What follows belongs to an exercise in optimizing a design on an open flow for small area and a short achievable clock period; a production flow would make more cautious choices.
In this exercise RTL edits were held to simulation tests only and were not proved equivalent to the original.
In every run shown here, the design's own scripts or RTL, not TritonCTS, make the clock network.
The clock port is modelled as an ideal driver, which makes a skipped or thinned clock tree look cheaper than it is; a real chip needs a root buffer or a tree.
Power and IR drop assume default switching activity.

<file path="flow/design.v">
module UART_TX_CTRL (
    input  wire       CLK,
    input  wire       rst,
    input  wire       send,
    input  wire [7:0] data,      
    output wire       ready,
    output wire       tail,      
    output wire       UART_TX
);
localparam [1:0] RDY  = 2'b01,
                 LOAD = 2'b10,
                 SEND = 2'b11;
reg        tx_bit;
reg  [1:0] tx_state;
reg  [3:0] index;
reg  [3:0] tx_tmr;
wire       bit_done = (tx_tmr == 4'd15);
always @(posedge CLK) begin
    if (rst)
        tx_state <= RDY;
    else
    case (tx_state)
        RDY:
            if (send)
                tx_state <= LOAD;
        LOAD:
            tx_state <= SEND;
        SEND:
            if (bit_done)
                tx_state <= (index == 4'd10) ? RDY : LOAD;
        default:
            tx_state <= RDY;
    endcase
end
always @(posedge CLK) begin
    if (rst || tx_state == RDY)
        tx_tmr <= 4'd0;
    else
        tx_tmr <= tx_tmr ^ {&tx_tmr[2:0], &tx_tmr[1:0], tx_tmr[0], 1'b1};
end
always @(posedge CLK) begin
    if (rst || tx_state == RDY)
        index <= 4'd0;
    else if (tx_state == LOAD)
        index <= index ^ {&index[2:0], &index[1:0], index[0], 1'b1};
end
reg frame_bit;
always @(*) begin
    case (index)
        4'd0: frame_bit = 1'b0;
        4'd1: frame_bit = data[0];
        4'd2: frame_bit = data[1];
        4'd3: frame_bit = data[2];
        4'd4: frame_bit = data[3];
        4'd5: frame_bit = data[4];
        4'd6: frame_bit = data[5];
        4'd7: frame_bit = data[6];
        4'd8: frame_bit = data[7];
        default: frame_bit = 1'b1;
    endcase
end
always @(posedge CLK) begin
    if (rst || tx_state == RDY)
        tx_bit <= 1'b1;
    else if (tx_state == LOAD)
        tx_bit <= frame_bit;
end
assign UART_TX = tx_bit;
assign ready   = (tx_state == RDY);
assign tail    = index[3] & (index[1] | index[0]);
endmodule
module UART_RX_CTRL (
    input  wire       CLK,
    input  wire       rst,
    input  wire       UART_RX,
    output reg  [7:0] recv_data,
    output wire       vald_data,
    output wire       vald_next    
);
localparam [2:0] WAIT_START  = 3'b001,
                 STORE_START = 3'b010,
                 STORE_DATA  = 3'b011,
                 STORE_STOP  = 3'b100,
                 STORE_LAST  = 3'b101;
reg  [2:0] rx_reg;
reg  [2:0] rx_state;
reg  [3:0] rx_tmr;
reg  [2:0] bit_count;
wire startbit_detected = rx_state[0] & rx_reg[2] & ~rx_reg[1];
wire sample_point      = (rx_tmr == 4'd0);
always @(posedge CLK) begin
    if (rst)
        rx_reg <= 3'd0;
    else
        rx_reg <= {rx_reg[1:0], UART_RX};
end
always @(posedge CLK) begin
    if (rst || startbit_detected)
        rx_tmr <= 4'd0;
    else
        rx_tmr <= rx_tmr ^ {&rx_tmr[2:0], &rx_tmr[1:0], rx_tmr[0], 1'b1};
end
always @(posedge CLK) begin
    if (rst) begin
        rx_state  <= WAIT_START;
        bit_count <= 3'd0;
    end
    else
    case (rx_state)
        WAIT_START:
            if (startbit_detected) begin
                rx_state  <= STORE_START;
                bit_count <= 3'd0;
            end
        STORE_START:
            if (sample_point)
                rx_state <= rx_reg[1] ? WAIT_START : STORE_DATA;
        STORE_DATA:
            if (sample_point) begin
                recv_data <= {rx_reg[1], recv_data[7:1]};
                if (bit_count == 3'd7)
                    rx_state <= STORE_STOP;
                else
                    bit_count <= bit_count ^ {&bit_count[1:0], bit_count[0], 1'b1};
            end
        STORE_STOP:
            if (sample_point)
                rx_state <= rx_reg[1] ? STORE_LAST : WAIT_START;
        default:
            rx_state <= WAIT_START;
    endcase
end
assign vald_data = (rx_state == STORE_LAST);
assign vald_next = !rst && (rx_state == STORE_STOP) && sample_point && rx_reg[1];
endmodule
module FIFO (
    input  wire       CLK,
    input  wire       rst,
    input  wire       w_enable,
    input  wire       r_enable,
    input  wire       allow,
    input  wire [7:0] w_data,
    output reg  [7:0] cur,
    output reg        nempty,    
    output reg        full,      
    output reg        nempty_d,  
    output reg        full_d
);
reg        one;      
reg  [4:0] ph;
reg  [7:0] w_buf;
reg        w_pend;
reg  [7:0] w_addr;   
reg  [7:0] r_addr;   
reg        cur_ok;   
reg        hit;
reg        flush;
wire [7:0] wsel;
wire [7:0] tap [0:7];
wire [7:0] w_next;
wire [7:0] r_next;
wire [7:0] w_next2;
function [7:0] step8;
    input [7:0] x;
    step8 = {x[6:0], x[7] ^ x[5] ^ x[4] ^ x[3] ^ ~|x[6:0]};
endfunction
function [4:0] step5;
    input [4:0] x;
    step5 = {x[3:0], x[4] ^ x[2] ^ ~|x[3:0]};
endfunction
assign w_next  = step8(w_addr);
assign r_next  = step8(r_addr);
assign w_next2 = step8(w_next);
always @(posedge CLK) begin
    if (rst)
        ph <= 5'd0;
    else
        ph <= step5(ph);
end
genvar l, b;
generate
    for (l = 0; l < 8; l = l + 1) begin : lane
        for (b = 0; b < 8; b = b + 1) begin : bits
            reg [31:0] ring;
            always @(posedge CLK)
                ring <= {ring[30:0], wsel[l] ? w_buf[b] : ring[31]};
            assign tap[l][b] = ring[31];
        end
        assign wsel[l] = flush && (w_addr[2:0] == l);
    end
endgenerate
always @(posedge CLK) begin
    if (rst)
        flush <= 1'b0;
    else
        flush <= w_pend && !flush && (ph == w_addr[7:3]);
end
always @(posedge CLK) begin
    if (w_enable)
        w_buf <= w_data;
end
always @(posedge CLK) begin
    if (rst) begin
        w_pend <= 1'b0;
        w_addr <= 8'd0;
    end
    else if (w_enable) begin
        w_pend <= 1'b1;
        w_addr <= w_next;
    end
    else if (flush)
        w_pend <= 1'b0;
end
always @(posedge CLK) begin
    if (rst)
        r_addr <= 8'd1;    
    else if (r_enable)
        r_addr <= r_next;
end
wire want = allow && !cur_ok && nempty;
always @(posedge CLK) begin
    if (rst) begin
        cur_ok <= 1'b0;
        hit    <= 1'b0;
    end
    else begin
        hit <= want && !one && (ph == r_addr[7:3]);
        if (r_enable)
            cur_ok <= 1'b0;
        else if ((want && one) || hit)
            cur_ok <= 1'b1;
    end
end
always @(posedge CLK) begin
    if ((r_enable || want) && one)
        cur <= w_buf;
    else if (hit)
        cur <= tap[r_addr[2:0]];
end
always @(*) begin
    nempty_d = nempty;
    full_d   = full;
    if (rst) begin
        nempty_d = 1'b0;
        full_d   = 1'b0;
    end
    else if (w_enable && !r_enable) begin
        nempty_d = 1'b1;
        full_d   = (w_next2 == r_addr);
    end
    else if (r_enable && !w_enable) begin
        nempty_d = !one;
        full_d   = 1'b0;
    end
end
always @(posedge CLK) begin
    nempty <= nempty_d;
    full   <= full_d;
    if (rst)
        one <= 1'b0;
    else if (w_enable && !r_enable)
        one <= !nempty;
    else if (r_enable && !w_enable)
        one <= (r_next == w_addr);
end
endmodule
module UART (
    input  wire CLK,        
    input  wire rst,        
    input  wire btn_0,      
    output wire UART_TX,    
    input  wire UART_RX     
);
localparam [1:0] WAIT_ACTI = 2'd0,
                 SEND_CHAR = 2'd1,
                 RDY       = 2'd2,
                 WAIT_RDY  = 2'd3;
localparam       BTN       = 1'b0,
                 PARROT    = 1'b1;
reg  [1:0] uart_state;
reg  [3:0] str_idx;
reg        send_mode;
reg        send_char;
reg  [7:0] btn_char;
wire       ready;
wire       tail;
wire [7:0] recv_data;
wire       vald_data;
wire [7:0] cur;
wire       nempty;
wire       full;
wire       vald_next;
wire       nempty_d;
wire       full_d;
reg        w_enable;
reg        r_enable;
wire       acti_d = (uart_state == WAIT_ACTI && !r_enable && !btn_0) ||
                    (uart_state == WAIT_RDY && ready && (send_mode == PARROT || str_idx == 4'd8));
always @(posedge CLK) begin
    w_enable <= vald_next && !full_d;
    r_enable <= !rst && acti_d && nempty_d;
end
always @(*) begin
    case (str_idx[2:0])
        3'd1: btn_char = 8'h02;  
        3'd2: btn_char = 8'h41;  
        3'd3: btn_char = 8'h52;  
        3'd4: btn_char = 8'h54;  
        3'd5: btn_char = 8'h59;  
        3'd6: btn_char = 8'h0D;  
        3'd7: btn_char = 8'h0A;  
        default: btn_char = 8'h03;  
    endcase
end
UART_TX_CTRL uart_tx_ctrl (
    .CLK(CLK),
    .rst(rst),
    .send(send_char),
    .data(send_mode == PARROT ? cur : btn_char),
    .ready(ready),
    .tail(tail),
    .UART_TX(UART_TX)
);
UART_RX_CTRL uart_rx_ctrl (
    .CLK(CLK),
    .rst(rst),
    .UART_RX(UART_RX),
    .recv_data(recv_data),
    .vald_data(vald_data),
    .vald_next(vald_next)
);
FIFO fifo (
    .CLK(CLK),
    .rst(rst),
    .w_enable(w_enable),
    .r_enable(r_enable),
    .allow(uart_state == WAIT_ACTI || send_mode == BTN || tail),
    .w_data(recv_data),
    .cur(cur),
    .nempty(nempty),
    .full(full),
    .nempty_d(nempty_d),
    .full_d(full_d)
);
always @(posedge CLK) begin
    if (rst) begin
        uart_state <= WAIT_ACTI;
        send_mode  <= BTN;
    end
    else
    case (uart_state)
        WAIT_ACTI:
            if (r_enable) begin
                uart_state <= SEND_CHAR;
                send_mode  <= PARROT;
            end
            else if (btn_0) begin
                uart_state <= SEND_CHAR;
                send_mode  <= BTN;
            end
        SEND_CHAR:
            uart_state <= RDY;
        RDY:
            uart_state <= WAIT_RDY;
        WAIT_RDY:
            if (ready) begin
                if (send_mode == PARROT || str_idx == 4'd8)
                    uart_state <= WAIT_ACTI;
                else
                    uart_state <= SEND_CHAR;
            end
    endcase
end
always @(posedge CLK) begin
    if (rst || uart_state == WAIT_ACTI)
        str_idx <= 4'd0;
    else if (uart_state == SEND_CHAR)
        str_idx <= str_idx ^ {&str_idx[2:0], &str_idx[1:0], str_idx[0], 1'b1};
end
always @(posedge CLK) begin
    if (rst)
        send_char <= 1'b0;
    else
        send_char <= (uart_state == SEND_CHAR);
end
endmodule
</file>
<file path="flow/flow/run.sh">
#!/bin/bash
# The standard layout flow (standard synthesis unchanged), with
#  - a buf_4 on each port instead of the default port buffer,
#  - clock-tree sink clusters of up to 40 flip-flops, no dummy loads,
#  - the clock tree rebuilt as four levels of inv_16 (post_cts.tcl,
#    retree.tcl): the leaf clusters of the CTS tree are kept, each now
#    driven by an inv_16; above them the clock port drives four inv_16,
#    each driving two, each driving two that drive the leaves,
#  - timing repair aiming at a setup slack of SETUP_MARGIN ns.
set -uo pipefail
F=$(pwd)/flow
SETUP_MARGIN=${SETUP_MARGIN:-7.35}
export FANOUTS="4 2 2"
export CELLS="sky130_fd_sc_hd__inv_16 sky130_fd_sc_hd__inv_16 sky130_fd_sc_hd__inv_16"
export LEAFCELL=sky130_fd_sc_hd__inv_16
bash standard.sh \
  BUFFER_PORTS_ARGS="-buffer_cell sky130_fd_sc_hd__buf_4" \
  CTS_ARGS="-sink_clustering_enable -repair_clock_nets -sink_clustering_size 40 -sink_clustering_max_diameter 70 -dont_use_dummy_load" \
  SKIP_CTS_REPAIR_TIMING=1 POST_CTS_TCL=$F/post_cts.tcl \
  SETUP_SLACK_MARGIN=$SETUP_MARGIN \
  finish > standard.log 2>&1
</file>
<file path="flow/flow/post_cts.tcl">
# Runs inside ORFS's CTS step (POST_CTS_TCL), after clock_tree_synthesis
# and with the CTS step's own timing repair skipped: rebuild the clock tree
# as a tree of inverters (retree.tcl), then
# repair timing and legalise as the CTS step would have.
source [file dirname [info script]]/retree.tcl
estimate_parasitics -placement
report_clock_skew
repair_timing_helper
detailed_placement
check_placement -verbose
estimate_parasitics -placement
report_clock_skew
report_checks -path_delay max -group_path_count 5 -format end
report_checks -path_delay min -group_path_count 5 -format end
</file>
<file path="flow/flow/retree.tcl">
set block [ord::get_db_block]
set db [ord::get_db]
set clknet [$block findNet CLK]
proc outterm {inst} { foreach it [$inst getITerms] { if {[$it isOutputSignal]} { return $it } } }
proc interm {inst} { foreach it [$inst getITerms] { if {[$it isInputSignal]} { return $it } } }
proc center {inst} { set b [$inst getBBox]; return [list [expr {([$b xMin]+[$b xMax])/2}] [expr {([$b yMin]+[$b yMax])/2}]] }
# collect the CTS tree: every cell on the clock net's fan-out down to the
# cells that drive flip-flops (leaves)
set tree {}
set leaves {}
set front [list $clknet]
while {[llength $front]} {
  set next {}
  foreach n $front {
    foreach it [$n getITerms] {
      if {![$it isInputSignal]} continue
      set inst [$it getInst]
      set m [[$inst getMaster] getName]
      if {![string match "*clkbuf*" $m] && ![string match "*clkinv*" $m]} continue
      set on [[outterm $inst] getNet]
      set isleaf 1
      foreach it2 [$on getITerms] {
        if {[$it2 isInputSignal] && [string match "*clkbuf*" [[[$it2 getInst] getMaster] getName]]} { set isleaf 0 }
      }
      if {$isleaf} { lappend leaves $inst } else { lappend tree $inst; lappend next $on }
    }
  }
  set front $next
}
puts "tree cells [llength $tree], leaves [llength $leaves]"
foreach t $tree {
  set n [[outterm $t] getNet]
  odb::dbInst_destroy $t
  if {$n ne "NULL" && $n ne ""} { odb::dbNet_destroy $n }
}
# replace leaf cells
set lmaster [$db findMaster $::env(LEAFCELL)]
set items {}
set k 0
foreach l $leaves {
  set on [[outterm $l] getNet]
  set loc [$l getLocation]
  odb::dbInst_destroy $l
  set ni [odb::dbInst_create $block $lmaster "clkleaf_$k"]
  $ni setLocation [lindex $loc 0] [lindex $loc 1]
  $ni setPlacementStatus PLACED
  [outterm $ni] connect $on
  lappend items [concat [list $ni] [center $ni]]
  incr k
}
# split a list of {inst x y} into k groups along the longer axis
proc split_pts {pts k} {
  if {$k <= 1} { return [list $pts] }
  set xs {}; set ys {}
  foreach p $pts { lappend xs [lindex $p 1]; lappend ys [lindex $p 2] }
  set xs [lsort -integer $xs]; set ys [lsort -integer $ys]
  set dx [expr {[lindex $xs end] - [lindex $xs 0]}]; set dy [expr {[lindex $ys end] - [lindex $ys 0]}]
  set idx [expr {$dx >= $dy ? 1 : 2}]
  set pts [lsort -integer -index $idx $pts]
  # split into two halves proportional to k, recursively
  set k1 [expr {$k / 2}]; set k2 [expr {$k - $k1}]
  set n1 [expr {int(round(double([llength $pts]) * $k1 / $k))}]
  return [concat [split_pts [lrange $pts 0 [expr {$n1-1}]] $k1] [split_pts [lrange $pts $n1 end] $k2]]
}
set ::rt_fanouts $::env(FANOUTS)
set ::rt_cells $::env(CELLS)
set ::rt_cnt 0
set ::rt_db $db
set ::rt_block $block
# build bottom-up: groups of items at the lowest level first needs the
# whole partition, so build top-down recursively
proc build {pts level parentnet} {
  if {$level >= [llength $::rt_fanouts]} {
    foreach p $pts { [interm [lindex $p 0]] connect $parentnet }
    return
  }
  set groups [split_pts $pts [lindex $::rt_fanouts $level]]
  set m [$::rt_db findMaster [lindex $::rt_cells $level]]
  foreach g $groups {
    if {[llength $g] == 0} continue
    set sx 0; set sy 0
    foreach p $g { set sx [expr {$sx + [lindex $p 1]}]; set sy [expr {$sy + [lindex $p 2]}] }
    set cx [expr {$sx / [llength $g]}]; set cy [expr {$sy / [llength $g]}]
    set inst [odb::dbInst_create $::rt_block $m "clktree_${level}_$::rt_cnt"]
    set net [odb::dbNet_create $::rt_block "clktree_net_${level}_$::rt_cnt"]
    incr ::rt_cnt
    $inst setLocation $cx $cy
    $inst setPlacementStatus PLACED
    $net setSigType CLOCK
    [interm $inst] connect $parentnet
    [outterm $inst] connect $net
    build $g [expr {$level+1}] $net
  }
}
build $items 0 $clknet
puts "built $::rt_cnt tree cells"
global_connect
</file>
<file path="flow/standard.sh">
#!/bin/bash
# synth_recipe.tcl (not shown) runs the flow's synth.tcl, then flattens the netlist and writes it again
# the make line also repeats each setting of config.mk as NAME=value (left out here)
make -C /OpenROAD-flow-scripts/flow DESIGN_CONFIG=/design/flow/config.mk WORK_HOME=/design/flow/orfs CLKGATE_MAP_FILE= SYNTH_SCRIPT=/design/flow/synth_recipe.tcl "${@:-finish}"
</file>
<file path="flow/config.mk">
export PLATFORM = sky130hd
export DESIGN_NAME = UART
export DESIGN_NICKNAME = UART
export VERILOG_FILES = /design/flow/design.v
export SDC_FILE = /design/flow/constraint.sdc
export NUM_CORES = 4
export LEC_CHECK = 0
export ABC_AREA = 1
export CAP_MARGIN = 20
export CORE_MARGIN = 2
export CORE_UTILIZATION = 65
export SLEW_MARGIN = 20
</file>
<file path="flow/constraint.sdc">
create_clock -name core_clock -period 10.0 [get_ports {CLK}]
set_input_delay 2.0000 -clock core_clock [delete_from_list [all_inputs] [get_ports {CLK}]]
set_output_delay 2.0000 -clock core_clock [all_outputs]
set_load 0.01 [all_outputs]
</file>
==> results.yml, run 1 <==
status:
  outcome: "timing/DRC/antenna clean"
worst_setup_path:
  path_cells: "buf_6"
  reg2reg_depth: 7
  critPathTopFamily: "flip-flops"
  critical_path_class: "reg -> out"
  cp-startpoint: "uart_tx_ctrl.tx_bit"
  slowest_stage: "dfxtp_2"
  required_ns: 8.00
  cp_max_fo: 2
  reg2reg_from: "uart_tx_ctrl.index[0]"
  start_kind: "flop"
  cp-end-kind: "output port"
  ff2ff_setup_slack_ns: 7.61
  endpoint: "UART_TX"
  reg2reg_to: "fifo.cur[0]"
  crit_path_max_incr_delay_ns: 0.35
  critPathArrivalTime_ns: 0.77
  cp.buffers_inverters: 1
  path_depth: 1
global_routing:
  gr-usage-met3_pct: 2.85
  busiest_layer: "met2"
  grt_usage_pct: 17.8
  grt_pass1_wl_mm: 101
  grt_start_max_net_pins: 41
  grt_pass1_vias: 17900
  antenna_found_initial: 3
  met2_usage_pct: 27.9
  use_met1_pct: 26.0
  grt-ovfl-total: 0
cells_and_area:
  final_util_pct: 70.1
  syn_to_final_growth_pct: 6.28
  nNetsFinal: 2926
  drive_gt1_share_pct: 4.42
  largest_reg_flops: 2048
  fillers: 4370
  top_register: "fifo.lane.bits.ring"
sta:
  setup_viol: 0
  hold_viol_final: 0
  tightestPinTransition_ns: 0.994
  worst_slack_ns: 7.23
  fmax_mhz: 361
  post-route-period-util_pct: 27.7
  slew_violations: 0
  fin_hold_ws_ns: 0.277
  max_slew_margin_pct: 33.4
  rsz0062_at_grt: "true"
  tns_ns: 0
  finalClockSkew_ns: 0.0631
  period_minus_slack_ns: 2.77
synth:
  synth_edf_count: 24
  synth_cells: 2817
  synth_cell_type_count: 42
  async_flop_share_pct: 0
  avgSynthCellArea_um2: 16.4
  ys_seq_area_share_pct: 92.7
  synth_flop_cell: "dfxtp_1"
  synth_nets: 2847
  ys_ff_latch: 2134
  yosysWarnings: 4
  netlist_area_um2: 46300
cts:
  path_clk_slew_ns: 0.10
  worst_skew_pair.late_latency_ns: 0.34
  clock_sinks: 2134
floorplanning:
  start_util_pct: 65.9
  io_pins: 5
  fp.dieArea_um2: 73400
  core_area_um2: 70300
  fp-row-count: 97
  die_w_um: 271
  die_y_um: 271
routing:
  avgRoutedWirePerCell_um: 16.9
  route.detailed.drc: 0
  first_pass_iters: 5
  ant_nets: 0
  via_per_inst: 4.63
  vias: 17800
  drt_iter0_drc: 1002
  routed_wl_mm: 64.9
run:
  drv_cap: 0
place:
  dpl.hpwl_mm: 37.6
  place.gp.congestion: 0.838
  port_buffers: 4
  dp_slack_ns: 6.48
pwr:
  irDropWorstVdd_v: 0.000186
  power_per_cell_area_nw_per_um2: 249
  p_leak_nw: 19.6
hold_path:
  hp-class: "reg -> reg"
metal layers:
metal | up-vias | routed length [um]
met5 | - | 0
met4 | 0 | 1660
met3 | 116 | 2040
met2 | 312 | 28900
met1 | 8394 | 32300
li1 | 8943 | -
cell usage after synthesis, types with 2 or more instances:
cell	n	area, um^2
o2111ai_1	5	43.8
a21oi_1	42	210
clkbuf_1	11	41.3
o211a_1	2	20.0
buf_2	6	30.0
nand2_2	3	18.8
ha_1	26	325
o211ai_1	3	22.5
nand2_1	196	736
nand4_1	11	68.8
or2_2	2	12.5
buf_4	2	15.0
edfxtp_1	24	721
inv_1	85	319
o22ai_1	13	81.3
a211oi_1	4	30.0
a22oi_1	5	37.5
nor3b_1	2	15.0
nor3_1	9	45.0
xor2_1	5	43.8
nor2_1	65	244
xnor2_1	3	26.3
dfxtp_1	2110	42200
o21ai_0	101	505
inv_2	12	45.0
nor4_1	5	31.3
a31oi_1	8	50.1
nand3_1	43	215
final cells by class:
cell class                 instances  area (um^2)  share of cell area [%]
multi-input combinational        567         2940                    5.97
tap                              940         1180                    2.39
timing repair buffer              10         82.6                   0.168
sequential                      2134        43000                    87.3
antenna                            1         2.50                 0.00508
timing repair inverter             1         7.51                  0.0152
inverter                         182         2070                    4.20
how the worst min path moves through the flow:
stage / startpoint / end / depth (start not counted)
2_1_floorplan: fifo.lane[0].bits[0].ring[9] / fifo.lane[0].bits[0].ring[10] / 0
3_3_place_gp: fifo.lane[5].bits[7].ring[2] / fifo.lane[5].bits[7].ring[3] / 0
3_5_place_dp: fifo.lane[0].bits[0].ring[1] / fifo.lane[0].bits[0].ring[2] / 0
5_1_grt: fifo.lane[1].bits[0].ring[0] / fifo.lane[1].bits[0].ring[1] / 0
6_report: fifo.lane[1].bits[0].ring[0] / fifo.lane[1].bits[0].ring[1] / 0
cell families (layout without fill, tap and decap cells):
logic type               Yosys count  in the layout  share of synthesized area, %
flip-flops                      2134           2134                          92.7
AND/OR/NAND/NOR                  343            343                          3.15
AO/OA/AOI/OAI                    190            190                          2.30
buffers and inverters            116            193                         0.972
adder cells (fa/ha/maj)           26             26                         0.702
XOR/XNOR                           8              8                         0.151
other                              0              1                             0
per-stage QoR:
step / total power, mW / cell area (um^2) / std cells
floorplan: 8.86 / 46400 / 2817
global placement: 8.89 / 47500 / 3742
detailed placement: 8.90 / 47500 / 3742
global route: 12.7 / 49200 / 3834
finish: 12.3 / 49200 / 3835
power by group:
group          internal (mW)  switching [mW]  leakage (nW)  total, mW
clock                  0.600            2.96         0.832       3.56
sequential              8.53          0.0258          17.2       8.56
combinational         0.0512          0.0975          1.57      0.149
cell usage in the layout, fill, tap and decap left out, types with 12 or more instances in the layout:
master	instances
dfxtp_1	2108
inv_16	85
nor2_1	64
edfxtp_1	24
inv_2	12
inv_1	84
nand3_1	43
o21ai_0	100
a21oi_1	42
ha_1	26
nand2_1	196
o22ai_1	13
==> inputs of run 2 (changes only) <==
==> flow/flow/run.sh (replaced) <==
#!/bin/bash
# The standard layout flow (standard synthesis unchanged), with
#  - a buf_4 on each port instead of the default port buffer,
#  - clock-tree sink clusters of up to 36 flip-flops, no dummy loads,
#  - the clock tree rebuilt as four levels of inv_16 (post_cts.tcl,
#    retree.tcl): the leaf clusters of the CTS tree are kept, each now
#    driven by an inv_16; above them the clock port drives four inv_16,
#    each driving two, each driving two that drive the leaves; a leaf
#    with a flip-flop clock slew over 112 ps is split in two,
#  - timing repair aiming at a setup slack of SETUP_MARGIN ns.
set -uo pipefail
F=$(pwd)/flow
SETUP_MARGIN=${SETUP_MARGIN:-7.2}
export FANOUTS="4 2 2"
export CELLS="sky130_fd_sc_hd__inv_16 sky130_fd_sc_hd__inv_16 sky130_fd_sc_hd__inv_16"
export LEAFCELL=sky130_fd_sc_hd__inv_16
bash standard.sh \
  BUFFER_PORTS_ARGS="-buffer_cell sky130_fd_sc_hd__buf_4" \
  CTS_ARGS="-sink_clustering_enable -repair_clock_nets -sink_clustering_size 36 -sink_clustering_max_diameter 70 -dont_use_dummy_load" \
  SKIP_CTS_REPAIR_TIMING=1 POST_CTS_TCL=$F/post_cts.tcl \
  SETUP_SLACK_MARGIN=$SETUP_MARGIN \
  finish > standard.log 2>&1
--- a/flow/flow/post_cts.tcl
+++ b/flow/flow/post_cts.tcl
@@ -1,8 +1,15 @@
 # Runs inside ORFS's CTS step (POST_CTS_TCL), after clock_tree_synthesis
 # and with the CTS step's own timing repair skipped: rebuild the clock tree
-# as a tree of inverters (retree.tcl), then
+# as a tree of inverters (retree.tcl), split leaves whose clock slew
+# is high, then
 # repair timing and legalise as the CTS step would have.
 source [file dirname [info script]]/retree.tcl
+set_propagated_clock [all_clocks]
+for {set i 0} {$i < 4} {incr i} {
+  set n [split_slow_leaves 0.112]
+  detailed_placement
+  if {$n == 0} break
+}
 estimate_parasitics -placement
 report_clock_skew
 repair_timing_helper
--- a/flow/flow/retree.tcl
+++ b/flow/flow/retree.tcl
@@ -95,3 +95,50 @@
 build $items 0 $clknet
 puts "built $::rt_cnt tree cells"
 global_connect
+
+# Split every leaf with a flip-flop whose clock slew (placement estimate) is
+# over limit:
+# the half of its flip-flops farther along its longer side moves to a new
+# leaf cell of the same type, driven by the same parent.
+proc split_slow_leaves {limit} {
+  set block [ord::get_db_block]
+  set db [ord::get_db]
+  set nsplit 0
+  estimate_parasitics -placement
+  foreach inst [$block getInsts] {
+    if {![string match "clkleaf_*" [$inst getName]]} continue
+    set oterm [outterm $inst]
+    set net [$oterm getNet]
+    set slew 0
+    foreach it [$net getITerms] {
+      if {![$it isInputSignal]} continue
+      set s [get_property [get_pins [[$it getInst] getName]/[[$it getMTerm] getName]] slew_max]
+      if {$s > $slew} { set slew $s }
+    }
+    if {$slew <= $limit} continue
+    set sinks {}
+    foreach it [$net getITerms] {
+      if {[$it isInputSignal]} { lappend sinks [concat [list $it] [center [$it getInst]]] }
+    }
+    set xs {}; set ys {}
+    foreach p $sinks { lappend xs [lindex $p 1]; lappend ys [lindex $p 2] }
+    set xs [lsort -integer $xs]; set ys [lsort -integer $ys]
+    set idx [expr {[lindex $xs end] - [lindex $xs 0] >= [lindex $ys end] - [lindex $ys 0] ? 1 : 2}]
+    set sinks [lsort -integer -index $idx $sinks]
+    set half [lrange $sinks [expr {[llength $sinks] / 2}] end]
+    set sx 0; set sy 0
+    foreach p $half { set sx [expr {$sx + [lindex $p 1]}]; set sy [expr {$sy + [lindex $p 2]}] }
+    set ni [odb::dbInst_create $block [$inst getMaster] "[$inst getName]_s"]
+    $ni setLocation [expr {$sx / [llength $half]}] [expr {$sy / [llength $half]}]
+    $ni setPlacementStatus PLACED
+    set nn [odb::dbNet_create $block "[$net getName]_s"]
+    $nn setSigType CLOCK
+    [interm $ni] connect [[interm $inst] getNet]
+    [outterm $ni] connect $nn
+    foreach p $half { set it [lindex $p 0]; $it disconnect; $it connect $nn }
+    puts "split [$inst getName]: slew [format %.3f $slew], [llength $sinks] sinks"
+    incr nsplit
+  }
+  global_connect
+  return $nsplit
+}
==> results.yml, run 2 <==
status:
  outcome: "timing/DRC/antenna clean"
worst_setup_path:
  path_cells: "buf_4"
  critical_path_class: "reg -> out"
  cp-end-kind: "output port"
  required_ns: 8.00
  start_kind: "flop"
  cp_max_fo: 2
  cp.buffers_inverters: 1
  critPathTopFamily: "flip-flops"
  slowest_stage: "dfxtp_1"
  crit_path_max_incr_delay_ns: 0.34
  critPathArrivalTime_ns: 0.76
place:
  port_buffers: 4
  place.gp.congestion: 0.946
  dpl.hpwl_mm: 36.0
  place_inst: 3742
cells_and_area:
  multi_input_area_um2: 2940
  fillers: 4593
  top_register: "fifo.lane.bits.ring"
  layout_common_cells: "dfxtp_1, nand2_1, o21ai_0"
  nNetsFinal: 2927
  final_util_pct: 70.2
  drive_gt1_share_pct: 4.35
  fin_cells: 3841
  seq_area_um2: 43000
  largest_reg_flops: 2048
  syn_to_final_growth_pct: 6.48
  final_common_cell: "dfxtp_1"
synth:
  synth_nets: 2847
  synth_flop_cell: "dfxtp_1"
  ys_seq_area_share_pct: 92.7
  synth_cells: 2817
  yosysTopAreaCellShare_pct: 91.2
  netlist_area_um2: 46300
  synthTopCellsByCount: "dfxtp_1, nand2_1, o21ai_0, inv_1, nor2_1"
  yosysMostFrequentCell: "dfxtp_1"
  avgSynthCellArea_um2: 16.4
  async_flop_share_pct: 0
  synth_cell_type_count: 42
  yosysWarnings: 4
  yosysTopAreaCell: "dfxtp_1"
  synth_edf_count: 24
  ys_ff_latch: 2134
  synth.area.top_cells: "dfxtp_1, nand2_1, edfxtp_1"
global_routing:
  grt_pass1_wl_mm: 93.1
  antenna_found_initial: 5
  grt_start_max_net_pins: 37
  grt_usage_pct: 16.4
  grt-ovfl-total: 0
  grt_pass1_vias: 17200
pwr:
  irDropWorstVdd_v: 0.000201
  p_leak_nw: 19.6
  power_per_cell_area_nw_per_um2: 250
floorplanning:
  die_w_um: 271
  fp-row-count: 97
  io_pins: 5
  start_util_pct: 65.9
  core_area_um2: 70300
  die_y_um: 271
  fp.dieArea_um2: 73400
sta:
  tightestPinTransition_ns: 0.968
  slew_violations: 0
  tns_ns: 0
  post-route-period-util_pct: 27.6
  finalClockSkew_ns: 0.0443
  fmax_mhz: 362
  fin_hold_ws_ns: 0.307
  setup_viol: 0
  period_minus_slack_ns: 2.76
  rsz0062_at_grt: "false"
  max_slew_margin_pct: 34.8
  hold_viol_final: 0
run:
  drv_cap: 0
routing:
  route.detailed.drc: 0
  routed_wl_mm: 59.5
  ant_nets: 0
  first_pass_iters: 7
  avgRoutedWirePerCell_um: 15.5
  vias: 17700
  drt_iter0_drc: 994
  via_per_inst: 4.61
cts:
  worst_skew_pair.late_latency_ns: 0.33
  clock_sinks: 2134
  path_clk_slew_ns: 0.10
hold_path:
  hp-class: "reg -> reg"
run 2: worst paths after layout:
check / slack, ns / to / startpoint / cells past startpoint
max: 7.24 / UART_TX / uart_tx_ctrl.tx_bit / 1
min: 0.31 / fifo.lane[5].bits[2].ring[30] / fifo.lane[5].bits[2].ring[29] / 0
max reg2reg: 7.73 / fifo.cur[5] / uart_tx_ctrl.index[0] / 7
min reg2reg: 0.31 / fifo.lane[5].bits[2].ring[30] / fifo.lane[5].bits[2].ring[29] / 0
run 2: cell families (layout without fill, tap and decap cells):
logic type | count (synthesis) | in the layout | synth area share [%]
flops | 2134 | 2134 | 92.7
fa+ha+maj | 26 | 26 | 0.702
other cells | 0 | 6 | 0
xor+xnor | 8 | 8 | 0.151
buf+inv | 116 | 194 | 0.972
simple gates | 343 | 343 | 3.15
compound gates | 190 | 190 | 2.30
run 2: through the flow:
step	instance area [um^2]	setup WS, ns	power [mW]
finish	49300	7.24	12.3
floorplan	46300	7.23	8.86
global placement	47500	6.60	8.88
global route	49300	7.21	12.8
detailed placement	47500	6.57	8.90
run 2: routing by layer:
metal  wire length, um  global-route usage (%)  vias to the layer above
met5                 0                       0                        -
met4              2210                    6.27                        0
met3              2350                    3.01                      133
met2             24400                    23.8                      319
met1             30500                    24.6                     8306
li1                  -                       -                     8951
run 2: layout make-up:
type / instances / share of cell area, %
Tap cell: 940 / 2.38
Timing Repair inverter: 1 / 0.0152
Multi-Input combinational cell: 567 / 5.95
Inverter: 188 / 4.44
Timing Repair Buffer: 5 / 0.0913
Antenna cell: 6 / 0.0304
Sequential cell: 2134 / 87.1
run 2: where the power goes:
part | switching, mW | total [mW] | internal (mW)
registers | 0.0263 | 8.56 | 8.53
clock network | 3.00 | 3.64 | 0.632
logic | 0.0973 | 0.147 | 0.0498
==> inputs of run 3 (changes only) <==
--- a/flow/design.v
+++ b/flow/design.v
@@ -2,7 +2,9 @@
     input  wire       CLK,
     input  wire       rst,
     input  wire       send,
-    input  wire [7:0] data,      
+    input  wire       mode,      
+    input  wire [7:0] cur,       
+    input  wire [2:0] char,      
     output wire       ready,
     output wire       tail,      
     output wire       UART_TX
@@ -44,18 +46,31 @@
     else if (tx_state == LOAD)
         index <= index ^ {&index[2:0], &index[1:0], index[0], 1'b1};
 end
+reg  [7:0] btn_char;
+always @(*) begin
+    case (char)
+        3'd1: btn_char = 8'h02;  
+        3'd2: btn_char = 8'h41;  
+        3'd3: btn_char = 8'h52;  
+        3'd4: btn_char = 8'h54;  
+        3'd5: btn_char = 8'h59;  
+        3'd6: btn_char = 8'h0D;  
+        3'd7: btn_char = 8'h0A;  
+        default: btn_char = 8'h03;  
+    endcase
+end
 reg frame_bit;
 always @(*) begin
     case (index)
         4'd0: frame_bit = 1'b0;
-        4'd1: frame_bit = data[0];
-        4'd2: frame_bit = data[1];
-        4'd3: frame_bit = data[2];
-        4'd4: frame_bit = data[3];
-        4'd5: frame_bit = data[4];
-        4'd6: frame_bit = data[5];
-        4'd7: frame_bit = data[6];
-        4'd8: frame_bit = data[7];
+        4'd1: frame_bit = mode ? cur[0] : btn_char[0];
+        4'd2: frame_bit = mode ? cur[1] : btn_char[1];
+        4'd3: frame_bit = mode ? cur[2] : btn_char[2];
+        4'd4: frame_bit = mode ? cur[3] : btn_char[3];
+        4'd5: frame_bit = mode ? cur[4] : btn_char[4];
+        4'd6: frame_bit = mode ? cur[5] : btn_char[5];
+        4'd7: frame_bit = mode ? cur[6] : btn_char[6];
+        4'd8: frame_bit = mode ? cur[7] : btn_char[7];
         default: frame_bit = 1'b1;
     endcase
 end
@@ -101,10 +116,8 @@
         rx_tmr <= rx_tmr ^ {&rx_tmr[2:0], &rx_tmr[1:0], rx_tmr[0], 1'b1};
 end
 always @(posedge CLK) begin
-    if (rst) begin
+    if (rst)
         rx_state  <= WAIT_START;
-        bit_count <= 3'd0;
-    end
     else
     case (rx_state)
         WAIT_START:
@@ -281,7 +294,6 @@
 reg  [3:0] str_idx;
 reg        send_mode;
 reg        send_char;
-reg  [7:0] btn_char;
 wire       ready;
 wire       tail;
 wire [7:0] recv_data;
@@ -300,23 +312,13 @@
     w_enable <= vald_next && !full_d;
     r_enable <= !rst && acti_d && nempty_d;
 end
-always @(*) begin
-    case (str_idx[2:0])
-        3'd1: btn_char = 8'h02;  
-        3'd2: btn_char = 8'h41;  
-        3'd3: btn_char = 8'h52;  
-        3'd4: btn_char = 8'h54;  
-        3'd5: btn_char = 8'h59;  
-        3'd6: btn_char = 8'h0D;  
-        3'd7: btn_char = 8'h0A;  
-        default: btn_char = 8'h03;  
-    endcase
-end
 UART_TX_CTRL uart_tx_ctrl (
     .CLK(CLK),
     .rst(rst),
     .send(send_char),
-    .data(send_mode == PARROT ? cur : btn_char),
+    .mode(send_mode),
+    .cur(cur),
+    .char(str_idx[2:0]),       
     .ready(ready),
     .tail(tail),
     .UART_TX(UART_TX)
==> flow/flow/post_cts.tcl (replaced) <==
# Runs inside ORFS's CTS step (POST_CTS_TCL), after clock_tree_synthesis
# and with the CTS step's own timing repair skipped: rebuild the clock tree
# as a tree of inverters (retree.tcl), split leaves whose clock slew is
# high, then repair timing and legalise as the CTS step would have.
source [file dirname [info script]]/retree.tcl
set_propagated_clock [all_clocks]
proc legal_split {rounds} {
  for {set i 0} {$i < $rounds} {incr i} {
    detailed_placement
    if {[split_slow_leaves 0.112] == 0} break
  }
  detailed_placement
}
legal_split 4
estimate_parasitics -placement
report_clock_skew
repair_timing_helper
legal_split 2
check_placement -verbose
estimate_parasitics -placement
report_clock_skew
report_checks -path_delay max -group_path_count 5 -format end
report_checks -path_delay min -group_path_count 5 -format end
--- a/flow/config.mk
+++ b/flow/config.mk
@@ -8,5 +8,5 @@
 export ABC_AREA = 1
 export CAP_MARGIN = 20
 export CORE_MARGIN = 2
-export CORE_UTILIZATION = 65
+export CORE_UTILIZATION = 70
 export SLEW_MARGIN = 20
==> results.yml, run 3 <==
floorplanning:
  start_util_pct: 70.6
  fp-row-count: 94
  fp.dieArea_um2: 68300
  die_w_um: 261
  core_area_um2: 65600
  io_pins: 5
  die_y_um: 261
synth:
  yosysTopAreaCell: "dfxtp_1"
  synth_cell_type_count: 40
  synth.area.mux_share_pct: 0
  yosysTopAreaCellShare_pct: 91.0
  synthAdderAreaFrac_pct: 0.621
  synthTopCellsByCount: "dfxtp_1, nand2_1, o21ai_0, inv_1, nor2_1"
  synth_nets: 2850
  ys_ff_latch: 2134
  netlist_area_um2: 46400
  yosysWarnings: 4
  ys_seq_area_share_pct: 92.7
  synth.area.top_cells: "dfxtp_1, edfxtp_1, nand2_1"
  synth_edf_count: 27
  synthSimpleGateAreaFrac_pct: 3.17
  synth_compound_area_share_pct: 2.20
  synth_flop_cell: "dfxtp_1"
  avgSynthCellArea_um2: 16.4
  synth_cells: 2823
  synth_top_family_by_area: "simple AND/OR/NAND/NOR gates"
  async_flop_share_pct: 0
  synth-xor-area-share_pct: 0.151
  yosysMostFrequentCell: "dfxtp_1"
routing:
  route.detailed.drc: 0
  drt_iter0_drc: 2125
  ant_nets: 0
  vias: 19700
  via_per_inst: 5.20
  routed_wl_mm: 100
  first_pass_iters: 7
  avgRoutedWirePerCell_um: 26.4
worst_setup_path:
  cp.buffers_inverters: 2
  cp-end-kind: "flop"
  reg2reg_to: "fifo.cur[2]"
  cp_max_fo: 15
  start_kind: "flop"
  ff2ff_setup_slack_ns: 7.23
  required_ns: 10.01
  critPathArrivalTime_ns: 2.79
  crit_path_max_incr_delay_ns: 0.75
  slowest_stage: "dfxtp_1"
  reg2reg_depth: 9
  critPathTopFamily: "flip-flops"
  reg2reg_from: "fifo.r_addr[2]"
  critical_path_class: "reg -> reg"
  path_cells: "inv_1 > nand3_1 > inv_1 > nand2_1 > nand2_1 > a21oi_1 > nand4_1 > a21oi_1 > o21ai_0"
sta:
  tns_ns: 0
  rsz0062_at_grt: "false"
  fmax_mhz: 361
  period_minus_slack_ns: 2.77
  post-route-period-util_pct: 27.7
  slew_violations: 0
  tightestPinTransition_ns: 1.03
  hold_viol_final: 0
  setup_viol: 0
  fin_hold_ws_ns: 0.284
  finalClockSkew_ns: 0.100
  max_slew_margin_pct: 31.0
pwr:
  irDropWorstVdd_v: 0.000230
  power_per_cell_area_nw_per_um2: 265
  p_leak_nw: 19.9
cells_and_area:
  layout_common_cells: "dfxtp_1, nand2_1, inv_16"
  largest_reg_flops: 2048
  final_common_cell: "dfxtp_1"
  fin_cells: 3799
  nNetsFinal: 2959
  drive_gt1_share_pct: 5.29
  top_register: "fifo.lane.bits.ring"
  syn_to_final_growth_pct: 7.40
  final_area_um2: 49800
hold_path:
  worstHoldPathCells: 0
  min_from: "fifo.lane[1].bits[7].ring[12]"
  hold-path-endpoint: "fifo.lane[1].bits[7].ring[13]"
  hp-class: "reg -> reg"
status:
  outcome: "timing/DRC/antenna clean"
global_routing:
  antenna_found_initial: 21
  grt_pass1_vias: 20900
  grt_pass1_wl_mm: 145
  grt-ovfl-total: 0
  grt_usage_pct: 30.0
  grt_start_max_net_pins: 37
cts:
  clock_sinks: 2134
  worst_skew_pair.late_latency_ns: 0.38
  path_clk_slew_ns: 0.10
place:
  dpl.hpwl_mm: 40.4
  placed_area_um2: 47400
  place.gp.congestion: 0.896
  place_inst: 3672
  port_buffers: 4
run:
  drv_cap: 0
==> run 3: cell families after synthesis <==
group,after synthesis
flops,2134
xor+xnor,8
simple gates,346
buf+inv,124
compound gates,188
fa+ha+maj,23
==> run 3: layer usage <==
metal  GRT usage [%]  up-vias  routed length, um
met5               0        -                 58
met4            12.3        8               4830
met3            5.78      325               6230
met2            50.6      860              49200
met1            38.2     9535              39900
li1                -     9010                  -
==> run 3: worst max-delay path by stage <==
stage	slack, ns	from	to	cells after the start
after floorplan	7.20	rst	uart_rx_ctrl.bit_count[0]	3
after global placement	6.38	rst	uart_rx_ctrl.bit_count[0]	4
after detailed placement	6.33	rst	uart_rx_ctrl.bit_count[0]	4
after global routing	7.21	uart_tx_ctrl.tx_bit	UART_TX	1
final	7.23	fifo.r_addr[2]	fifo.cur[2]	9
==> run 3: stage by stage <==
| step | util, % | setup WS (ns) | total power [mW] |
|---|---|---|---|
| finish | 75.9 | 7.23 | 13.2 |
| global route | 75.8 | 7.21 | 13.5 |
| detailed placement | 72.2 | 6.33 | 8.87 |
| global placement | 72.2 | 6.38 | 8.87 |
| floorplan | - | 7.20 | 8.84 |
==> run 3: layout make-up <==
cell class	count	area (um^2)
multi-input combinational	565	2860
fill	3362	15800
tap	864	1080
antenna	5	12.5
sequential	2134	43000
timing repair buffer	8	76.3
inverter	223	2760
==> run 3: power breakdown <==
| group | internal [mW] | total (mW) | switching, mW |
|---|---|---|---|
| clock network | 0.790 | 4.50 | 3.71 |
| registers | 8.53 | 8.56 | 0.0216 |
| logic | 0.0437 | 0.127 | 0.0834 |
==> inputs of run 4 (changes only) <==
--- a/flow/config.mk
+++ b/flow/config.mk
@@ -8,5 +8,5 @@
 export ABC_AREA = 1
 export CAP_MARGIN = 20
 export CORE_MARGIN = 2
-export CORE_UTILIZATION = 70
+export CORE_UTILIZATION = 65
 export SLEW_MARGIN = 20
==> results.yml, run 4 <==
worst_setup_path:
  ff2ff_setup_slack_ns: 7.65
  required_ns: 8.00
  reg2reg_from: "fifo.r_addr[2]"
  critical_path_class: "reg -> out"
  reg2reg_depth: 9
  reg2reg_to: "fifo.cur[2]"
  slowest_stage: "dfxtp_1"
  cp-end-kind: "output port"
  critPathTopFamily: "flip-flops"
  critPathArrivalTime_ns: 0.73
  path_cells: "buf_4"
  cp_max_fo: 2
  start_kind: "flop"
  cp.buffers_inverters: 1
  crit_path_max_incr_delay_ns: 0.33
routing:
  route.detailed.drc: 0
  drt_iter0_drc: 1273
  via_per_inst: 4.67
  avgRoutedWirePerCell_um: 18.3
  first_pass_iters: 7
  ant_nets: 0
  routed_wl_mm: 70.2
  vias: 18000
status:
  outcome: "timing/DRC/antenna clean"
cells_and_area:
  nNetsFinal: 2933
  final_common_cell: "dfxtp_1"
  layout_common_cells: "dfxtp_1, nand2_1, o21ai_0"
  top_register: "fifo.lane.bits.ring"
  drive_gt1_share_pct: 4.37
  syn_to_final_growth_pct: 6.51
  largest_reg_flops: 2048
  final_area_um2: 49400
synth:
  synthTopCellsByCount: "dfxtp_1, nand2_1, o21ai_0, inv_1, nor2_1"
  yosysMostFrequentCell: "dfxtp_1"
  yosysTopAreaCellShare_pct: 91.0
  yosysWarnings: 4
  synth_flop_cell: "dfxtp_1"
  netlist_area_um2: 46400
  avgSynthCellArea_um2: 16.4
  synth_edf_count: 27
  synth.area.top_cells: "dfxtp_1, edfxtp_1, nand2_1"
  synth_cell_type_count: 40
  synth_nets: 2850
  ys_ff_latch: 2134
  ys_seq_area_share_pct: 92.7
  yosysTopAreaCell: "dfxtp_1"
  synth_cells: 2823
  async_flop_share_pct: 0
sta:
  max_slew_margin_pct: 26.8
  rsz0062_at_grt: "false"
  setup_viol: 0
  fin_hold_ws_ns: 0.277
  tightestPinTransition_ns: 1.10
  period_minus_slack_ns: 2.73
  fmax_mhz: 367
  hold_viol_final: 0
  tns_ns: 0
  finalClockSkew_ns: 0.0842
  post-route-period-util_pct: 27.3
  slew_violations: 0
global_routing:
  grt_start_max_net_pins: 37
  grt_pass1_wl_mm: 108
  grt_usage_pct: 19.5
  antenna_found_initial: 7
  grt-ovfl-total: 0
  grt_pass1_vias: 18400
pwr:
  p_leak_nw: 19.7
  irDropWorstVdd_v: 0.000248
  power_per_cell_area_nw_per_um2: 252
hold_path:
  min_from: "fifo.lane[7].bits[1].ring[25]"
  worstHoldPathCells: 0
  hold-path-endpoint: "fifo.lane[7].bits[1].ring[26]"
  hp-class: "reg -> reg"
run:
  drv_cap: 0
floorplanning:
  io_pins: 5
  die_w_um: 271
  core_area_um2: 70300
  die_y_um: 271
  fp.dieArea_um2: 73500
  fp-row-count: 97
  start_util_pct: 66.0
place:
  port_buffers: 4
  dpl.hpwl_mm: 36.6
  placed_area_um2: 47400
  place.gp.congestion: 0.880
cts:
  path_clk_slew_ns: 0.10
  worst_skew_pair.late_latency_ns: 0.36
  clock_sinks: 2134
-- run 4: cell counts after synthesis --
Identical to the previous run, type by type.
-- run 4: worst max-delay path by stage --
stage,startpoint,to,slack (ns),cells after the start
after floorplan,rst,uart_rx_ctrl.bit_count[0],7.20,3
after detailed placement,rst,uart_rx_ctrl.bit_count[2],6.28,4
final,uart_tx_ctrl.tx_bit,UART_TX,7.27,1
after global routing,uart_tx_ctrl.tx_bit,UART_TX,7.23,1
after global placement,rst,uart_rx_ctrl.bit_count[0],6.34,4
-- run 4: power breakdown --
group | switching (mW) | leakage (nW) | total (mW) | internal [mW]
Sequential | 0.0205 | 17.2 | 8.55 | 8.53
Combinational | 0.0836 | 1.51 | 0.127 | 0.0431
Clock | 3.13 | 0.920 | 3.78 | 0.651
Total | 3.24 | 19.7 | 12.5 | 9.23
-- run 4: cell families after synthesis --
| group | count (synthesis) | share of synthesized area (%) |
|---|---|---|
| XOR/XNOR | 8 | 0.151 |
| AND/OR/NAND/NOR | 346 | 3.17 |
| AO/OA/AOI/OAI | 188 | 2.20 |
| adder cells (fa/ha/maj) | 23 | 0.621 |
| flip-flops | 2134 | 92.7 |
| buffers and inverters | 124 | 1.12 |
-- run 4: metrics by stage --
stage / std cells / setup slack [ns] / power [mW] / util (%)
floorplan: 2823 / 7.20 / 8.84 / -
global placement: 3748 / 6.34 / 8.86 / 67.5
detailed placement: 3748 / 6.28 / 8.87 / 67.5
global route: 3844 / 7.23 / 12.9 / 70.3
finish: 3846 / 7.27 / 12.5 / 70.3
-- run 4: area by class of cell --
class	count	area (um^2)
Sequential cell	2134	43000
Fill cell	4251	20900
Multi-Input combinational cell	565	2860
Inverter	199	2280
Tap cell	940	1180
Timing Repair Buffer	6	61.3
Antenna cell	2	5.00
-- run 4: layer usage --
| layer | GRT usage [%] | wire (um) |
|---|---|---|
| met2 | 31.8 | 32900 |
| met4 | 5.71 | 2060 |
| met5 | 0 | 13 |
| met1 | 27.2 | 33000 |
| met3 | 3.09 | 2280 |
==> inputs of run 5 (changes only) <==
--- a/flow/config.mk
+++ b/flow/config.mk
@@ -8,5 +8,5 @@
 export ABC_AREA = 1
 export CAP_MARGIN = 20
 export CORE_MARGIN = 2
-export CORE_UTILIZATION = 65
+export CORE_UTILIZATION = 55
 export SLEW_MARGIN = 20
==> results.yml, run 5 <==
status:
  outcome: "timing/DRC/antenna clean"
worst_setup_path:
  path_cells: "buf_4"
  critPathTopFamily: "flip-flops"
  cp-end-kind: "output port"
  critical_path_class: "reg -> out"
  slowest_stage: "dfxtp_2"
  cp.buffers_inverters: 1
  cp_max_fo: 2
  critPathArrivalTime_ns: 0.75
  required_ns: 8.00
  crit_path_max_incr_delay_ns: 0.32
  start_kind: "flop"
run:
  drv_cap: 0
pwr:
  power_per_cell_area_nw_per_um2: 249
  irDropWorstVdd_v: 0.000159
  power.total_mw: 12.4
  p_leak_nw: 19.7
floorplanning:
  core_area_um2: 83600
  fp.dieArea_um2: 86600
  io_pins: 5
  die_w_um: 294
  fp-row-count: 106
  die_y_um: 294
  start_util_pct: 55.5
synth:
  yosysTopAreaCellShare_pct: 91.0
  async_flop_share_pct: 0
  synth_cell_type_count: 40
  synth_flop_cell: "dfxtp_1"
  ys_seq_area_share_pct: 92.7
  synth_cells: 2823
  ys_ff_latch: 2134
  yosysWarnings: 4
  yosysMostFrequentCell: "dfxtp_1"
  synthTopCellsByCount: "dfxtp_1, nand2_1, o21ai_0, inv_1, nor2_1"
  synth.area.top_cells: "dfxtp_1, edfxtp_1, nand2_1"
  avgSynthCellArea_um2: 16.4
  synth_nets: 2850
  synth_edf_count: 27
  netlist_area_um2: 46400
  yosysTopAreaCell: "dfxtp_1"
global_routing:
  grt_pass1_vias: 16700
  use_met1_pct: 19.8
  grt_pass1_wl_mm: 89.4
  gr-usage-met3_pct: 2.74
  busiest_layer: "met1"
  grt_start_max_net_pins: 37
  antenna_found_initial: 7
  grt_usage_pct: 13.4
  met2_usage_pct: 19.2
  grt-ovfl-total: 0
sta:
  finalClockSkew_ns: 0.0620
  fmax_mhz: 363
  max_slew_margin_pct: 37.7
  rsz0062_at_grt: "false"
  setup_viol: 0
  post-route-period-util_pct: 27.5
  tns_ns: 0
  hold_viol_final: 0
  tightestPinTransition_ns: 0.924
  slew_violations: 0
  period_minus_slack_ns: 2.75
routing:
  ant_nets: 0
  vias: 17600
  drt_iter0_drc: 629
  routed_wl_mm: 57.9
  first_pass_iters: 5
  route.detailed.drc: 0
  avgRoutedWirePerCell_um: 14.5
  via_per_inst: 4.41
place:
  place.gp.congestion: 0.894
  dpl.hpwl_mm: 36.3
  port_buffers: 4
cells_and_area:
  top_register: "fifo.lane.bits.ring"
  largest_reg_flops: 2048
  syn_to_final_growth_pct: 7.02
  drive_gt1_share_pct: 4.50
  fillers: 6414
  nNetsFinal: 2937
  final_common_cell: "dfxtp_1"
  layout_common_cells: "dfxtp_1, nand2_1, o21ai_0"
cts:
  worst_skew_pair.late_latency_ns: 0.34
  path_clk_slew_ns: 0.10
  clock_sinks: 2134
hold_path:
  hp-class: "reg -> reg"
==> run 5: changes by cell type in the layout (fill, tap and decap cells not counted) <==
| cell | delta |
|---|---|
| buf_12 | -1 |
| buf_16 | +1 |
| buf_4 | +3 |
| dfxtp_1 | -1 |
| dfxtp_2 | +1 |
| diode_2 | +5 |
| inv_16 | +1 |
| nor2_1 | +1 |
| nor2_2 | -1 |
==> run 5: power by group <==
| group | internal (mW) | total (mW) | switching [mW] | leakage (nW) |
|---|---|---|---|---|
| logic | 0.0441 | 0.126 | 0.0815 | 1.53 |
| clock network | 0.653 | 3.69 | 3.03 | 0.930 |
| registers | 8.53 | 8.55 | 0.0199 | 17.2 |
| total | 9.23 | 12.4 | 3.14 | 19.7 |
==> run 5: per-stage QoR <==
| step | cells | worst slack, ns | hold WS [ns] | area, um^2 | util, % |
|---|---|---|---|---|---|
| 2_1_floorplan | 2823 | 7.20 | 0.310 | 46400 | - |
| 3_3_place_gp | 3888 | 6.34 | 0.310 | 47600 | 57.0 |
| 3_5_place_dp | 3889 | 6.28 | 0.312 | 47600 | 57.0 |
| 5_1_grt | 3988 | 7.22 | 0.271 | 49600 | 59.4 |
| 6_report | 3995 | 7.25 | 0.271 | 49600 | 59.4 |
==> run 5: kinds of logic (layout without fill, tap and decap cells) <==
family / Yosys count / in the layout / share of synthesized area, %
XOR/XNOR: 8 / 8 / 0.151
AND/OR/NAND/NOR: 346 / 346 / 3.17
flip-flops: 2134 / 2134 / 92.7
AO/OA/AOI/OAI: 188 / 188 / 2.20
buffers and inverters: 124 / 209 / 1.12
adder cells (fa/ha/maj): 23 / 23 / 0.621
other: 0 / 7 / 0
==> run 5: worst paths after layout <==
path / from / to / slack [ns] / depth (start not counted)
hold reg to reg: fifo.lane[3].bits[2].ring[30] / fifo.lane[3].bits[2].ring[31] / 0.27 / 0
setup / recovery: uart_tx_ctrl.tx_bit / UART_TX / 7.25 / 1
hold / removal: fifo.lane[3].bits[2].ring[30] / fifo.lane[3].bits[2].ring[31] / 0.27 / 0
setup reg to reg: fifo.r_addr[2] / fifo.cur[4] / 7.66 / 9
==> run 5: area by class of cell <==
type	instances	area (um^2)	area share [%]
flip-flops and latches	2134	43000	86.7
multi-input cells	565	2860	5.76
inverters	200	2300	4.64
well taps	1080	1350	2.72
repair buffers	9	91.3	0.184
diodes	7	17.5	0.0353
==> run 5: metal layers <==
metal | vias to the layer above | routed length (um)
met4 | 0 | 2420
met5 | - | 0
met3 | 141 | 2080
met2 | 267 | 23000
met1 | 8254 | 30400
li1 | 8959 | -
==> inputs of run 6 (changes only) <==
--- a/flow/config.mk
+++ b/flow/config.mk
@@ -8,5 +8,5 @@
 export ABC_AREA = 1
 export CAP_MARGIN = 20
 export CORE_MARGIN = 2
-export CORE_UTILIZATION = 55
+export CORE_UTILIZATION = 60
 export SLEW_MARGIN = 20
==> results.yml, run 6 <==
global_routing:
  grt_pass1_wl_mm: 90.2
  grt_start_max_net_pins: 37
  grt-ovfl-total: 0
  grt_pass1_vias: 16800
  antenna_found_initial: 3
  grt_usage_pct: 14.7
routing:
  vias: 17600
  first_pass_iters: 6
  route.detailed.drc: 0
  avgRoutedWirePerCell_um: 14.6
  routed_wl_mm: 57.6
  ant_nets: 0
  via_per_inst: 4.47
  drt_iter0_drc: 996
synth:
  synthTopCellsByCount: "dfxtp_1, nand2_1, o21ai_0, inv_1, nor2_1"
  avgSynthCellArea_um2: 16.4
  yosysMostFrequentCell: "dfxtp_1"
  ys_ff_latch: 2134
  async_flop_share_pct: 0
  ys_seq_area_share_pct: 92.7
  yosysWarnings: 4
  yosysTopAreaCell: "dfxtp_1"
  synth_flop_cell: "dfxtp_1"
  yosysTopAreaCellShare_pct: 91.0
  netlist_area_um2: 46400
  synth_cells: 2823
  synth.area.top_cells: "dfxtp_1, edfxtp_1, nand2_1"
  synth_cell_type_count: 40
  synth_nets: 2850
  synth_edf_count: 27
hold_path:
  hp-class: "reg -> reg"
  worstHoldPathCells: 0
  min_from: "fifo.lane[7].bits[0].ring[29]"
  hold-path-endpoint: "fifo.lane[7].bits[0].ring[30]"
floorplanning:
  io_pins: 5
  core_area_um2: 76200
  fp.dieArea_um2: 79500
  die_w_um: 282
  start_util_pct: 60.8
  die_y_um: 282
  fp-row-count: 101
sta:
  fmax_mhz: 364
  rsz0062_at_grt: "false"
  period_minus_slack_ns: 2.75
  tightestPinTransition_ns: 1.01
  tns_ns: 0
  slew_violations: 0
  finalClockSkew_ns: 0.0515
  hold_viol_final: 0
  fin_hold_ws_ns: 0.280
  setup_viol: 0
  post-route-period-util_pct: 27.5
  max_slew_margin_pct: 32.8
pwr:
  p_int_mw: 9.21
  p_sw_share_pct: 25.2
  switching_power_mw: 3.11
  power_per_cell_area_nw_per_um2: 249
  irDropWorstVdd_v: 0.000157
  power.total_mw: 12.3
  p_seq_share_pct: 69.4
  p_leak_nw: 19.6
  pwr-share-clk_pct: 29.6
  combPwrFrac_pct: 1.1
place:
  port_buffers: 4
  dpl.hpwl_mm: 36.1
  placed_area_um2: 47600
  place.gp.congestion: 0.906
run:
  drv_cap: 0
worst_setup_path:
  crit_path_max_incr_delay_ns: 0.33
  reg2reg_depth: 9
  cp_max_fo: 2
  reg2reg_from: "fifo.r_addr[2]"
  reg2reg_to: "fifo.cur[3]"
  critPathArrivalTime_ns: 0.75
  critical_path_class: "reg -> out"
  path_cells: "buf_4"
  slowest_stage: "dfxtp_1"
  required_ns: 8.00
  cp.buffers_inverters: 1
  ff2ff_setup_slack_ns: 7.67
  critPathTopFamily: "flip-flops"
  start_kind: "flop"
  cp-end-kind: "output port"
status:
  outcome: "timing/DRC/antenna clean"
cells_and_area:
  final_common_cell: "dfxtp_1"
  nNetsFinal: 2930
  final_util_pct: 64.9
  layout_common_cells: "dfxtp_1, nand2_1, o21ai_0"
  final_area_um2: 49500
  largest_reg_flops: 2048
  top_register: "fifo.lane.bits.ring"
  syn_to_final_growth_pct: 6.69
  drive_gt1_share_pct: 4.27
cts:
  clock_sinks: 2134
  worst_skew_pair.late_latency_ns: 0.32
  path_clk_slew_ns: 0.10
run 6: stage by stage:
step | setup slack [ns] | cells
after floorplan | 7.20 | 2823
after global placement | 6.45 | 3838
after detailed placement | 6.40 | 3838
after global routing | 7.22 | 3931
final | 7.25 | 3940
run 6: kinds of logic (layout without fill, tap and decap cells):
| family | count (synthesis) | count (layout) | synth area share [%] |
|---|---|---|---|
| DFF | 2134 | 2134 | 92.7 |
| and+or+nand+nor | 346 | 346 | 3.17 |
| AOI/OAI and AO/OA | 188 | 188 | 2.20 |
| buffers and inverters | 124 | 202 | 1.12 |
| adders and majority gates | 23 | 23 | 0.621 |
| xor gates and xnor gates | 8 | 8 | 0.151 |
| other | 0 | 9 | 0 |
run 6: final cells by class:
type                       instances  area, um^2
fill                            5426       26700
tap                             1030        1290
multi-input combinational        565        2860
antenna                            9        22.5
inverter                         197        2240
sequential                      2134       43000
timing repair buffer               5        53.8
run 6: power groups by stage:
stage	clock network [mW]	registers (mW)	logic, mW
after floorplan	0	8.74	0.0939
after global placement	0	8.75	0.119
after detailed placement	0	8.75	0.127
after global routing	4.10	8.56	0.149
final	3.64	8.55	0.130
run 6: how the worst max path moves through the flow:
| stage | from | to | slack, ns | cells past startpoint |
|---|---|---|---|---|
| after global placement | rst | uart_rx_ctrl.bit_count[0] | 6.45 | 4 |
| after detailed placement | rst | uart_rx_ctrl.bit_count[1] | 6.40 | 4 |
| after floorplan | rst | uart_rx_ctrl.bit_count[0] | 7.20 | 3 |
| final | uart_tx_ctrl.tx_bit | UART_TX | 7.25 | 1 |
| after global routing | uart_tx_ctrl.tx_bit | UART_TX | 7.22 | 1 |
run 6: layer usage:
metal | global-route usage, % | vias up | share of wire, %
met5 | 0 | - | 0
met4 | 6.16 | 0 | 4.1
met2 | 21.0 | 295 | 40
met1 | 22.0 | 8239 | 52
li1 | - | 8953 | -
met3 | 2.83 | 133 | 3.6
==> inputs of run 7 (changes only) <==
--- a/flow/flow/run.sh
+++ b/flow/flow/run.sh
@@ -1,6 +1,6 @@
 #!/bin/bash
 # The standard layout flow (standard synthesis unchanged), with
-#  - a buf_4 on each port instead of the default port buffer,
+#  - a buf_6 on each port instead of the default port buffer,
 #  - clock-tree sink clusters of up to 36 flip-flops, no dummy loads,
 #  - the clock tree rebuilt as four levels of inv_16 (post_cts.tcl,
 #    retree.tcl): the leaf clusters of the CTS tree are kept, each now
@@ -15,7 +15,7 @@
 export CELLS="sky130_fd_sc_hd__inv_16 sky130_fd_sc_hd__inv_16 sky130_fd_sc_hd__inv_16"
 export LEAFCELL=sky130_fd_sc_hd__inv_16
 bash standard.sh \
-  BUFFER_PORTS_ARGS="-buffer_cell sky130_fd_sc_hd__buf_4" \
+  BUFFER_PORTS_ARGS="-buffer_cell sky130_fd_sc_hd__buf_6" \
   CTS_ARGS="-sink_clustering_enable -repair_clock_nets -sink_clustering_size 36 -sink_clustering_max_diameter 70 -dont_use_dummy_load" \
   SKIP_CTS_REPAIR_TIMING=1 POST_CTS_TCL=$F/post_cts.tcl \
   SETUP_SLACK_MARGIN=$SETUP_MARGIN \
--- a/flow/config.mk
+++ b/flow/config.mk
@@ -8,5 +8,5 @@
 export ABC_AREA = 1
 export CAP_MARGIN = 20
 export CORE_MARGIN = 2
-export CORE_UTILIZATION = 60
+export CORE_UTILIZATION = 65
 export SLEW_MARGIN = 20
==> results.yml, run 7 <==
cts:
  worst_skew_pair.late_latency_ns: 0.36
  clock_sinks: 2134
  path_clk_slew_ns: 0.10
routing:
  via_per_inst: 4.66
  first_pass_iters: 5
  avgRoutedWirePerCell_um: 18.0
  ant_nets: 0
  route.detailed.drc: 0
  routed_wl_mm: 69.4
  drt_iter0_drc: 1075
  vias: 18000
pwr:
  pwr-share-clk_pct: 30.4
  switching_power_mw: 3.24
  p_leak_nw: 19.7
  irDropWorstVdd_v: 0.000213
  power_per_cell_area_nw_per_um2: 253
  p_int_mw: 9.23
  combPwrFrac_pct: 1.0
  p_seq_share_pct: 68.6
  p_sw_share_pct: 26.0
floorplanning:
  fp.dieArea_um2: 73500
  die_w_um: 271
  core_area_um2: 70300
  die_y_um: 271
  start_util_pct: 66.0
  io_pins: 5
  fp-row-count: 97
cells_and_area:
  layout_common_cells: "dfxtp_1, nand2_1, o21ai_0"
  top_register: "fifo.lane.bits.ring"
  nNetsFinal: 2934
  final_common_cell: "dfxtp_1"
  syn_to_final_growth_pct: 6.60
  drive_gt1_share_pct: 4.37
  largest_reg_flops: 2048
sta:
  tns_ns: 0
  rsz0062_at_grt: "false"
  setup_viol: 0
  post-route-period-util_pct: 27.3
  tightestPinTransition_ns: 1.05
  fmax_mhz: 366
  slew_violations: 0
  worst_slack_ns: 7.27
  hold_viol_final: 0
  period_minus_slack_ns: 2.73
  finalClockSkew_ns: 0.0725
  max_slew_margin_pct: 29.6
synth:
  yosysWarnings: 4
  synth_cell_type_count: 40
  synth_cells: 2823
  synthTopCellsByCount: "dfxtp_1, nand2_1, o21ai_0, inv_1, nor2_1"
  yosysTopAreaCellShare_pct: 91.0
  synth_edf_count: 27
  synth.area.top_cells: "dfxtp_1, edfxtp_1, nand2_1"
  ys_ff_latch: 2134
  synth_flop_cell: "dfxtp_1"
  yosysMostFrequentCell: "dfxtp_1"
  async_flop_share_pct: 0
  avgSynthCellArea_um2: 16.4
  ys_seq_area_share_pct: 92.7
  yosysTopAreaCell: "dfxtp_1"
  netlist_area_um2: 46400
  synth_nets: 2850
worst_setup_path:
  crit_path_max_incr_delay_ns: 0.34
  path_depth: 1
  critical_path_class: "reg -> out"
  ff2ff_setup_slack_ns: 7.69
  critPathArrivalTime_ns: 0.73
  cp_max_fo: 2
  cp-end-kind: "output port"
  start_kind: "flop"
  slowest_stage: "dfxtp_1"
  critPathTopFamily: "flip-flops"
  required_ns: 8.00
  path_cells: "buf_6"
  reg2reg_depth: 9
  cp.buffers_inverters: 1
global_routing:
  busiest_layer: "met2"
  grt_usage_pct: 19.2
  use_met1_pct: 27.5
  grt_pass1_vias: 18500
  grt_start_max_net_pins: 37
  grt-ovfl-total: 0
  met2_usage_pct: 30.5
  antenna_found_initial: 6
  grt_pass1_wl_mm: 107
  gr-usage-met3_pct: 2.46
place:
  place.gp.congestion: 0.869
  dpl.hpwl_mm: 36.5
  port_buffers: 4
  dp_slack_ns: 6.45
run:
  drv_cap: 0
status:
  outcome: "timing/DRC/antenna clean"
hold_path:
  hp-class: "reg -> reg"
  worstHoldPathCells: 0
-- run 7: cell counts after synthesis --
Identical to the previous run, type by type.
-- run 7: final timing paths --
kind	end	startpoint
worst max-delay path	UART_TX	uart_tx_ctrl.tx_bit
worst min-delay path	fifo.lane[6].bits[1].ring[28]	fifo.lane[6].bits[1].ring[27]
worst max register to register	fifo.cur[2]	fifo.r_addr[2]
worst min register to register	fifo.lane[6].bits[1].ring[28]	fifo.lane[6].bits[1].ring[27]
-- run 7: through the flow --
step / total power [mW] / hold WS, ns / util (%) / cell area [um^2] / std cells
2_1_floorplan: 8.84 / 0.310 / - / 46400 / 2823
3_3_place_gp: 8.87 / 0.309 / 67.5 / 47500 / 3748
3_5_place_dp: 8.87 / 0.312 / 67.5 / 47500 / 3748
5_1_grt: 12.9 / 0.299 / 70.3 / 49400 / 3845
6_report: 12.5 / 0.290 / 70.3 / 49400 / 3852
-- run 7: cell families after synthesis --
| logic type | share of synthesized area [%] |
|---|---|
| adders and majority gates | 0.621 |
| AOI/OAI and AO/OA | 2.20 |
| and+or+nand+nor | 3.17 |
| buffers and inverters | 1.12 |
| xor gates and xnor gates | 0.151 |
| DFF | 92.7 |
-- run 7: power by group through the flow --
stage	combinational, mW	sequential [mW]	clock [mW]
6_report	0.124	8.55	3.80
3_5_place_dp	0.122	8.75	0
5_1_grt	0.143	8.56	4.18
3_3_place_gp	0.119	8.75	0
2_1_floorplan	0.0939	8.74	0
-- run 7: layout make-up --
cell class                 instances  area (um^2)
antenna                            7         17.5
timing repair buffer               6         72.6
fill                            4268        20900
inverter                         200         2300
multi-input combinational        565         2860
sequential                      2134        43000
tap                              940         1180
-- run 7: routing by layer --
metal	routed length (um)	part of all wire, %
met3	1900	2.7
met4	2350	3.4
met1	33800	49
met5	0	0
met2	31400	45

==> separate check: timing with driven ports <==
Ports are ideal in the flow. The routed layouts listed here were re-timed in OpenROAD. Step 1, drivers: a clkbuf_16 drives CLK and a buf_2 each remaining input, both assumed. Step 2 moves the port delays by t, midway between the first and last clock arrival at a register: inputs arrive t later, outputs are due t later. That takes back most of the time a late clock gives input paths. a / b / c = ideal / step 1 / step 2; a / b = the first two.
run	t, ns	setup slack, ns	cell pins on the clock port's net
run 1	0.524	7.226 / 7.012 / 7.072	4
run 2	0.529	7.239 / 7.020 / 6.986	4
run 3	0.552	7.229 / 7.014 / 6.936	4
run 4	0.537	7.274 / 7.053 / 6.935	4
run 5	0.529	7.246 / 7.026 / 6.911	4
run 6	0.516	7.254 / 7.035 / 7.002	4
run 7	0.535	7.269 / 7.052 / 6.946	4
After both steps every run listed still meets setup and hold. For run 4, which loses most, drivers alone change the setup slack by -0.221 ns; drivers and shift together by -0.339 ns.
